Source: an optimization exercise on an open RTL-to-GDS flow (aim: small area). Production flows keep margins and buffers that such runs may drop. Function was checked by simulation only, so behaviour that the tests miss may differ from the original. No activity file was given, so power comes from the tool's default toggle rates.

==> inputs of job 5289 <==
## top
module top(
    input clk,                  
    input rst,                  
    input start_game,           
    input drop,                 
    input rotate,               
    input left,                 
    input right,                
    output [3:0] red,           
    output [3:0] blue,
    output [3:0] green,
    output hsync,               
    output vsync,               
    output [7:0] disp0,         
    output [7:0] disp1          
);
export LEC_CHECK = 0
export CAP_MARGIN = 20
export CORE_MARGIN = 2
export CORE_UTILIZATION = 40
export GPL_TIMING_DRIVEN = 0
export PLACE_DENSITY = 0.55
export SLEW_MARGIN = 20
export SYNTH_HIERARCHICAL = 1
create_clock -name core_clock -period 20.0 [get_ports {clk}]
standard.sh (not shown) runs the stock make flow with config.mk's settings and CLKGATE_MAP_FILE= SYNTH_SCRIPT=/design/flow/synth_recipe.tcl, a recipe that flattens the netlist after the stock synthesis.
==> flow/flow/run.sh <==
#!/bin/bash
# The standard layout (standard.sh) with these changes:
# - synthesis (registers and their mapping unchanged):
#   * the ABC technology-mapping step uses flow/area.abc, an area-oriented
#     script, in place of ORFS's delay-oriented abc_speed.script (the 20 ns
#     clock leaves plenty of slack);
#   * no half/full-adder extraction (ADDER_MAP_FILE empty) and no
#     Kogge-Stone carry-lookahead map for comparators and adders
#     (SYNTH_OPERATIONS_ARGS replaces it), so ABC maps that logic for area.
# - clock tree: buffers and sink clusters as in CTS_ARGS below, no dummy loads.
# - port buffers: every input and output port still gets a buffer, of the
#   small buf_1 cell.
# Each tool's full output is in the ORFS logs under orfs/logs; make's own
# output is in flow.log.
set -euo pipefail
W=$PWD
cat > "$W/abc_override.tcl" <<EOT
proc abc {args} {
  foreach opt {-script -D -constr} {
    set i [lsearch -exact \$args \$opt]
    if {\$i >= 0} { set args [lreplace \$args \$i [expr {\$i + 1}]] }
  }
  yosys abc -script $W/flow/area.abc {*}\$args
}
EOT
cat "$W/abc_override.tcl" "$W/synth_recipe.tcl" > "$W/synth_area.tcl"
sed "s|SYNTH_SCRIPT=[^ ]*|SYNTH_SCRIPT=$W/synth_area.tcl|" "$W/standard.sh" > "$W/standard_area.sh"
export CTS_ARGS="-sink_clustering_enable -repair_clock_nets -dont_use_dummy_load -buf_list sky130_fd_sc_hd__clkbuf_8 -sink_clustering_size 16 -sink_clustering_max_diameter 60"
export BUFFER_PORTS_ARGS="-buffer_cell sky130_fd_sc_hd__buf_1"
bash "$W/standard_area.sh" "ADDER_MAP_FILE=" "SYNTH_OPERATIONS_ARGS=-noshare" finish > "$W/flow.log" 2>&1
==> flow/flow/area.abc <==
strash
&get -n
&fraig -x
&put
scorr
dc2
strash
&get -n
&synch2
&dch -f
&nf -R 1000 -p -F 8
&put
strash
&get -n
&dch -f
&nf -R 1000 -p -F 8
&put
==> inputs of job 8069, as changes to job 5289 <==
--- a/flow/design.v
+++ b/flow/design.v
@@ -7,28 +7,83 @@
     input hold,
     output reg [11:0] q
 );
 	always @(posedge clk)
 		q <= (up & {12{sh}}) | (w & {12{wr}}) | (q & {12{hold}});
 endmodule
+module field_row0 (
+    input clk,
+    input [11:0] w,
+    input wr,
+    input hold,
+    output reg [11:0] q
+);
+	always @(posedge clk)
+		q <= (w & {12{wr}}) | (q & {12{hold}});
+endmodule
 module box_reg (
     input clk,
-    input [15:0] shape,
-    input [15:0] shl,
-    input [15:0] tr,
-    input [15:0] prev,
+    input [7:0] shape,
+    input [7:0] shl,
+    input [7:0] tr,
+    input [7:0] prev,
     input spawn,
     input sh_left,
     input transpose,
     input restore,
     input hold,
-    output reg [15:0] q
+    output reg [7:0] q
+);
+	always @(posedge clk)
+		q <= (shape & {8{spawn}}) | (shl & {8{sh_left}}) | (tr & {8{transpose}})
+		   | (prev & {8{restore}}) | (q & {8{hold}});
+endmodule
+module box_reg_low (
+    input clk,
+    input [7:0] shl,
+    input [7:0] tr,
+    input [7:0] prev,
+    input sh_left,
+    input transpose,
+    input restore,
+    input hold,
+    output reg [7:0] q
 );
 	always @(posedge clk)
-		q <= (shape & {16{spawn}}) | (shl & {16{sh_left}}) | (tr & {16{transpose}})
-		   | (prev & {16{restore}}) | (q & {16{hold}});
+		q <= (shl & {8{sh_left}}) | (tr & {8{transpose}})
+		   | (prev & {8{restore}}) | (q & {8{hold}});
+endmodule
+module col_reg (
+    input clk,
+    input [3:0] dec_v,
+    input [3:0] inc_v,
+    input [3:0] prev_col,
+    input spawn,
+    input dec,
+    input inc,
+    input rest,
+    input hold,
+    output reg [3:0] q
+);
+	always @(posedge clk)
+		q <= {1'b0, spawn, 2'b00} | (dec_v & {4{dec}}) | (inc_v & {4{inc}})
+		   | (prev_col & {4{rest}}) | (q & {4{hold}});
+endmodule
+module row_cnt (
+    input clk,
+    input [4:0] inc_v,
+    input [4:0] ct,
+    input [4:0] ct1,
+    input inc,
+    input ld_ct,
+    input ld_ct1,
+    input hold,
+    output reg [4:0] q
+);
+	always @(posedge clk)
+		q <= (inc_v & {5{inc}}) | (ct & {5{ld_ct}}) | (ct1 & {5{ld_ct1}}) | (q & {5{hold}});
 endmodule
 module top(
     input clk,                  
     input rst,                  
     input start_game,           
     input drop,                 
@@ -115,19 +170,19 @@
 	parameter ROTATE_BLOCK = 4'b1000;
 	parameter END_GAME     = 4'b1001;
 	parameter FALL_SLOW    = 1999;
 	parameter FALL_FAST    = 199;
 	reg [11:0] game_space[19:0];    
 	wire [3:0] blk[3:0];      
-	reg [3:0] blk_col;
+	wire [3:0] blk_col;        
 	reg [3:0] prev[3:0];      
 	reg [3:0] prev_col;       
 	reg [3:0] gamestate;
 	reg [4:0] current_top;
 	wire [4:0] block_row;
-	reg [4:0] game_row;
+	wire [4:0] game_row;       
 	wire blk_any3 = blk[0][3] | blk[1][3] | blk[2][3] | blk[3][3];    
 	wire gameborder_left  = (blk_col == 0) && blk_any3;
 	reg gameborder_right;
 	always @(*) begin
 		case (blk_col)
 			4'd8:  gameborder_right = blk[0][0] | blk[1][0] | blk[2][0] | blk[3][0];
@@ -212,58 +267,95 @@
 			row_wr[i] = fs_clear || (fs_write && i == game_row);
 			row_hold[i] = ~(row_sh[i] | row_wr[i]);
 		end
 	wire [11:0] gs_q[19:0];
 	genvar gr;
 	generate
-		for (gr = 0; gr < 20; gr = gr + 1) begin : rows
+		for (gr = 1; gr < 20; gr = gr + 1) begin : rows
 			field_row field_row_i (
 				.clk(clk),
-				.up((gr == 0) ? 12'h000 : gs_q[(gr == 0) ? 0 : gr - 1]),
+				.up(gs_q[gr - 1]),
 				.w(wr_data),
 				.sh(row_sh[gr]),
 				.wr(row_wr[gr]),
 				.hold(row_hold[gr]),
 				.q(gs_q[gr])
 			);
 		end
 	endgenerate
+	field_row0 field_row_0 (
+		.clk(clk),
+		.w(wr_data),
+		.wr(row_wr[0]),
+		.hold(row_hold[0]),
+		.q(gs_q[0])
+	);
 	always @(*)
 		for (i = 0; i < 20; i = i + 1)
 			game_space[i] = gs_q[i];
 	wire pts_clr = rst | (~collision_begin_check && gamestate == INIT && start_edge);
 	wire pts_inc = fs_shift;
-	task shift_left;    
-		if (blk_col != 0)
-			blk_col <= blk_col - 1;
-	endtask
-	task shift_right;   
-		blk_col <= blk_col + 1;
-	endtask
-	task restore;       
-		blk_col <= prev_col;
-	endtask
 	reg box_spawn, box_shl, box_tr, box_rest;
+	reg col_dec, col_inc;
+	reg gr_inc, gr_zero, gr_ct, gr_ct1;
 	always @(*) begin
 		box_spawn = 0;
 		box_shl = 0;
 		box_tr = 0;
 		box_rest = 0;
-		if (~rst && ~collision_begin_check)
+		col_dec = 0;
+		col_inc = 0;
+		gr_inc = 0;
+		gr_zero = 0;
+		gr_ct = 0;
+		gr_ct1 = 0;
+		if (rst) begin
+		end else if (collision_begin_check)
+			gr_inc = 1;
+		else
 			case (gamestate)
-				SPAWN_BLOCK: box_spawn = ~collision_complete;
-				MOVE_LEFT:   box_shl = ~collision_complete && (blk_col == 0);
-				MOVE_RIGHT:  box_shl = collision_complete && collision && (blk_col == 0);
-				PREROTATE:   box_tr = (blk_col == 0);
+				SPAWN_BLOCK: begin
+					box_spawn = ~collision_complete;
+					gr_zero = ~collision_complete;
+				end
+				MOVE_LEFT:
+					if (~collision_complete) begin
+						gr_ct = 1;
+						box_shl = (blk_col == 0);
+						col_dec = (blk_col != 0);
+					end else
+						col_inc = collision;
+				MOVE_RIGHT:
+					if (~collision_complete) begin
+						gr_ct = 1;
+						col_inc = 1;
+					end else begin
+						box_shl = collision && (blk_col == 0);
+						col_dec = collision && (blk_col != 0);
+					end
+				MOVE_DOWN:
+					if (~collision_complete)
+						gr_ct1 = 1;
+					else
+						gr_zero = collision;
+				EVALUATE:
+					gr_inc = (game_row != 20);
+				PREROTATE: begin
+					box_tr = (blk_col == 0);
+					col_dec = (blk_col != 0);
+				end
 				ROTATE_BLOCK:
 					if (blk_col == 0 && ~blk_any3)
 						box_shl = 1;
-					else if (blk_col < prev_col)
+					else if (blk_col < prev_col) begin
+						col_inc = ~gameborder_right;
 						box_rest = gameborder_right;
-					else
+					end else begin
+						gr_ct = ~collision_complete;
 						box_rest = collision_complete && collision;
+					end
 				default: ;
 			endcase
 	end
 	wire box_hold = ~(box_spawn | box_shl | box_tr | box_rest);
 	reg [7:0] shape;    
 	always @(*)
@@ -276,37 +368,69 @@
 			3'b110: shape = {4'b1100, 4'b0110};  
 			default: shape = {4'b1100, 4'b1100};  
 		endcase
 	wire [15:0] box_q;
 	box_reg box_reg_i (
 		.clk(clk),
-		.shape({8'h00, shape}),
-		.shl({blk[3][2:0], 1'b0, blk[2][2:0], 1'b0, blk[1][2:0], 1'b0, blk[0][2:0], 1'b0}),
-		.tr({blk[3][0], blk[2][0], blk[1][0], blk[0][0],
-		     blk[3][1], blk[2][1], blk[1][1], blk[0][1],
-		     blk[3][2], blk[2][2], blk[1][2], blk[0][2],
+		.shape(shape),
+		.shl({blk[1][2:0], 1'b0, blk[0][2:0], 1'b0}),
+		.tr({blk[3][2], blk[2][2], blk[1][2], blk[0][2],
 		     blk[3][3], blk[2][3], blk[1][3], blk[0][3]}),
-		.prev({prev[3], prev[2], prev[1], prev[0]}),
+		.prev({prev[1], prev[0]}),
 		.spawn(box_spawn),
 		.sh_left(box_shl),
 		.transpose(box_tr),
 		.restore(box_rest),
 		.hold(box_hold),
-		.q(box_q)
+		.q(box_q[7:0])
+	);
+	box_reg_low box_reg_low_i (
+		.clk(clk),
+		.shl({blk[3][2:0], 1'b0, blk[2][2:0], 1'b0}),
+		.tr({blk[3][0], blk[2][0], blk[1][0], blk[0][0],
+		     blk[3][1], blk[2][1], blk[1][1], blk[0][1]}),
+		.prev({prev[3], prev[2]}),
+		.sh_left(box_shl),
+		.transpose(box_tr),
+		.restore(box_rest),
+		.hold(box_hold),
+		.q(box_q[15:8])
+	);
+	col_reg col_reg_i (
+		.clk(clk),
+		.dec_v(blk_col - 4'd1),
+		.inc_v(blk_col + 4'd1),
+		.prev_col(prev_col),
+		.spawn(box_spawn),
+		.dec(col_dec),
+		.inc(col_inc),
+		.rest(box_rest),
+		.hold(~(box_spawn | col_dec | col_inc | box_rest)),
+		.q(blk_col)
+	);
+	row_cnt row_cnt_i (
+		.clk(clk),
+		.inc_v(game_row + 5'd1),
+		.ct(current_top),
+		.ct1(current_top + 5'd1),
+		.inc(gr_inc),
+		.ld_ct(gr_ct),
+		.ld_ct1(gr_ct1),
+		.hold(~(gr_inc | gr_zero | gr_ct | gr_ct1)),
+		.q(game_row)
 	);
 	assign blk[0] = box_q[3:0];
 	assign blk[1] = box_q[7:4];
 	assign blk[2] = box_q[11:8];
 	assign blk[3] = box_q[15:12];
 	always @ (posedge clk) begin
 		if (rst) begin
 			gamestate <= INIT;
 			collision_begin_check <= 0;
 			quick_fall <= 0;
 		end else if(collision_begin_check) begin
-			game_row <= game_row +1;
 			if(~collision && (block_row <4) && (game_row <20)) begin
 				 if(gs_rd & br_row)
 					  collision <= 1;
 			end else if((game_row == 20) && (block_row <4) && (br_box != 0))
 				 collision <= 1;
 			else begin
@@ -320,18 +444,16 @@
 							gamestate <= SPAWN_BLOCK;
 							collision_complete <= 0;
 					  end
 				 end
 				 SPAWN_BLOCK: begin
 					  if(~collision_complete) begin
-							blk_col <= 4;
 							current_top <= 0;
 							collision_begin_check <= 1;
 							collision <= 0;
 							quick_fall <= 0;
-							game_row <= 0;
 					  end else if (collision) begin
 							gamestate <= END_GAME;
 					  end else if (collision_complete) begin
 							gamestate <= MOVE_BLOCK;
 					  end
 				 end
@@ -353,83 +475,64 @@
 					  end
 				 end
 				 MOVE_LEFT: begin
 					  if (~collision_complete) begin
 							collision <= 0;
 							collision_begin_check <= 1;
-							game_row <= current_top;
-							shift_left;
 					  end else begin
-							if(collision)
-								 shift_right;
 							gamestate <= MOVE_BLOCK;
 					  end
 				 end
 				 MOVE_RIGHT: begin
 					  if(~collision_complete) begin
 							collision <= 0;
 							collision_begin_check <= 1;
-							game_row <= current_top;
-							shift_right;
 					  end else begin
-							 if(collision)
-								 shift_left;
 							gamestate <= MOVE_BLOCK;
 					  end
 				 end
 				 MOVE_DOWN: begin
 					  if(~collision_complete) begin
 							if(current_top < 19) begin
 								 collision <= 0;
 								 collision_begin_check <= 1;
 							end else if(current_top == 19 && blk[0] != 0) begin
 								 collision <= 1;
 								 collision_complete <= 1;
 							end
-							game_row <= current_top+1;
 					  end else if(collision) begin
 							gamestate <= EVALUATE;
-							game_row <= 0;
 					  end else begin
 							current_top <= current_top + 1;
 							gamestate <= MOVE_BLOCK;
 					  end
 				 end
 				 EVALUATE: begin
 					if(game_row == 20) begin
 						gamestate <= SPAWN_BLOCK;
 						collision_complete <= 0;
-					end else begin
-						game_row <= game_row +1;
 					end
 				end
 				PREROTATE: begin
 				  if (blk_col != 0) begin
-						blk_col <= blk_col - 1;
 					end else begin
 						collision_complete <= 0;
 						gamestate <= ROTATE_BLOCK;
 					 end
 				 end
 				 ROTATE_BLOCK: begin
 					 if (blk_col == 0 && ~blk_any3) begin
 					 end else if (blk_col < prev_col) begin
-						 if (~gameborder_right) begin
-							shift_right;
-						 end else begin
+						 if (gameborder_right)
 							gamestate <= MOVE_BLOCK;
-							restore;
-						  end
 					  end else begin
 						 if (~collision_complete) begin
 							collision_begin_check <= 1;
 							collision <= 0;
-							game_row <= current_top;
 						 end else if (collision) begin
 							gamestate <= MOVE_BLOCK;
-							restore;
 						 end else begin
 							gamestate <= MOVE_BLOCK;
 						 end
 					  end
 				 end
 				END_GAME: begin
--- a/flow/flow/run.sh
+++ b/flow/flow/run.sh
@@ -7,12 +7,14 @@
 #   * no half/full-adder extraction (ADDER_MAP_FILE empty) and no
 #     Kogge-Stone carry-lookahead map for comparators and adders
 #     (SYNTH_OPERATIONS_ARGS replaces it), so ABC maps that logic for area.
 # - clock tree: buffers and sink clusters as in CTS_ARGS below, no dummy loads.
 # - port buffers: every input and output port still gets a buffer, of the
 #   small buf_1 cell.
+# - the resizer may change a cell's footprint (MATCH_CELL_FOOTPRINT=0), so
+#   it can upsize a weak driver instead of adding a buffer.
 # Each tool's full output is in the ORFS logs under orfs/logs; make's own
 # output is in flow.log.
 set -euo pipefail
 W=$PWD
 cat > "$W/abc_override.tcl" <<EOT
 proc abc {args} {
@@ -24,7 +26,7 @@
 }
 EOT
 cat "$W/abc_override.tcl" "$W/synth_recipe.tcl" > "$W/synth_area.tcl"
 sed "s|SYNTH_SCRIPT=[^ ]*|SYNTH_SCRIPT=$W/synth_area.tcl|" "$W/standard.sh" > "$W/standard_area.sh"
 export CTS_ARGS="-sink_clustering_enable -repair_clock_nets -dont_use_dummy_load -buf_list sky130_fd_sc_hd__clkbuf_8 -sink_clustering_size 16 -sink_clustering_max_diameter 60"
 export BUFFER_PORTS_ARGS="-buffer_cell sky130_fd_sc_hd__buf_1"
-bash "$W/standard_area.sh" "ADDER_MAP_FILE=" "SYNTH_OPERATIONS_ARGS=-noshare" finish > "$W/flow.log" 2>&1
+bash "$W/standard_area.sh" "ADDER_MAP_FILE=" "SYNTH_OPERATIONS_ARGS=-noshare" "MATCH_CELL_FOOTPRINT=0" finish > "$W/flow.log" 2>&1
==> flow/flow/area.abc (replaced) <==
strash
dc2
strash
&get -n
&dc2
&dch -f
&nf -R 1000 -p -F 8 -C 32
&put
strash
&get -n
&dch -f
&nf -R 1000 -p -F 8 -C 32
&put
Settings changed: CORE_UTILIZATION 40 to 50, GPL_TIMING_DRIVEN 0 to default, PLACE_DENSITY 0.55 to 0.65.
==> summary of the runs <==
Against job 8069, the worst hold slack of job 5289 is higher by 0.019 ns. Between job 5289 and job 8069, the lower sequential power is in job 8069 (gap about 9%, measured against job 8069). Of job 8069 and job 5289, job 5289 has the higher final cell count (gap 8.7%, measured against job 5289). Between job 8069 and job 5289, the lower clock power is in job 8069 (gap about 5%, measured against job 5289). In job 8069 the first-iteration DRC count is higher than in job 5289, by about 12%. Combinational power: job 5289 is smaller than job 8069 (about 11%). Between job 5289 and job 8069, the lower via count is in job 5289 (gap 1.2%, measured against job 8069). Against job 5289, the critical path depth of job 8069 is higher by 2. Of job 8069 and job 5289, job 8069 has the higher global-route usage (gap 9.9 points). Of job 8069 and job 5289, job 5289 has the higher count of clock-buffer cells in the layout (gap 4).
==> figures <==
| quantity | job 8069 | job 5289 |
|---|---|---|
| Fraction of the yosys area taken by sequential cells | 0.430 | 0.429 |
| Vias after detailed routing | 20300 | 20100 |
| Initial core utilization | 0.506 | 0.403 |
| Post-Syn Instances | 1976 | 2037 |
| Static leakage power | 0.00686 µW | 0.00725 µW |
| Status | finished clean | finished clean |
| Post-route cell area | 19800 µm² | 21100 µm² |
| Max FO, Critical Path | 24 | 20 |
| Share of synthesized cell area in and, or, nand and nor gates | 0.155 | 0.158 |
| TritonCTS Buffers | 35 | 39 |
| Part of the total power dissipated in sequential elements | 0.486 | 0.522 |
| Insertion delay to the later sink of the worst-skew pair | 0.67 ns | 0.68 ns |
| Diode count | 4 | 2 |
| Top metal layer carrying routed signals | met5 | met4 |
| Global-route usage over all layers | 0.478 | 0.379 |
| Distinct cells, synth | 64 | 58 |
| Post-layout min period | 7.55 ns | 8.81 ns |
| P per Cell Area | 120 nW/µm² | 114 nW/µm² |
| Count of flip-flops with a built-in enable after synthesis | 29 | 38 |
| Worst R2R Start | gamestate[2] | game_row[1] |
| Signal buffers | 120 | 145 |

## afterwards: timing with drivers on the ports
The flow's constraints put no driver on any port. The routed layouts listed below were extracted and timed again, unchanged, in two steps. Step 1 (the two cells are an assumption about what drives the block):
set clk [get_ports {clk}]
set_driving_cell -lib_cell sky130_fd_sc_hd__clkbuf_16 $clk
set_driving_cell -lib_cell sky130_fd_sc_hd__buf_2 [delete_from_list [all_inputs] $clk]
Step 2 moves the port delays by t, midway between the first and last clock arrival at a register: inputs arrive t later, outputs are due t later. That takes back most of the time a late clock gives input paths. Slacks: ideal ports / drivers / drivers and shift; pairs: ideal ports / drivers.
| run | t, ns | slack for setup (ns) | clock arrival spread, ns | worst register clock-pin slew, ns | pins driven straight from the clock port |
|---|---|---|---|---|---|
| job 5289 | 0.689 | 11.187 / 11.228 / 10.539 | 0.096 / 0.096 | 0.10 / 0.10 | 1 |
| job 8069 | 0.672 | 12.454 / 12.486 / 11.814 | 0.095 / 0.095 | 0.10 / 0.10 | 1 |
After both steps setup and hold are still met in every run listed. The setup slack of job 5289, which loses most, moves by +0.041 ns with the drivers and by -0.648 ns with both steps.
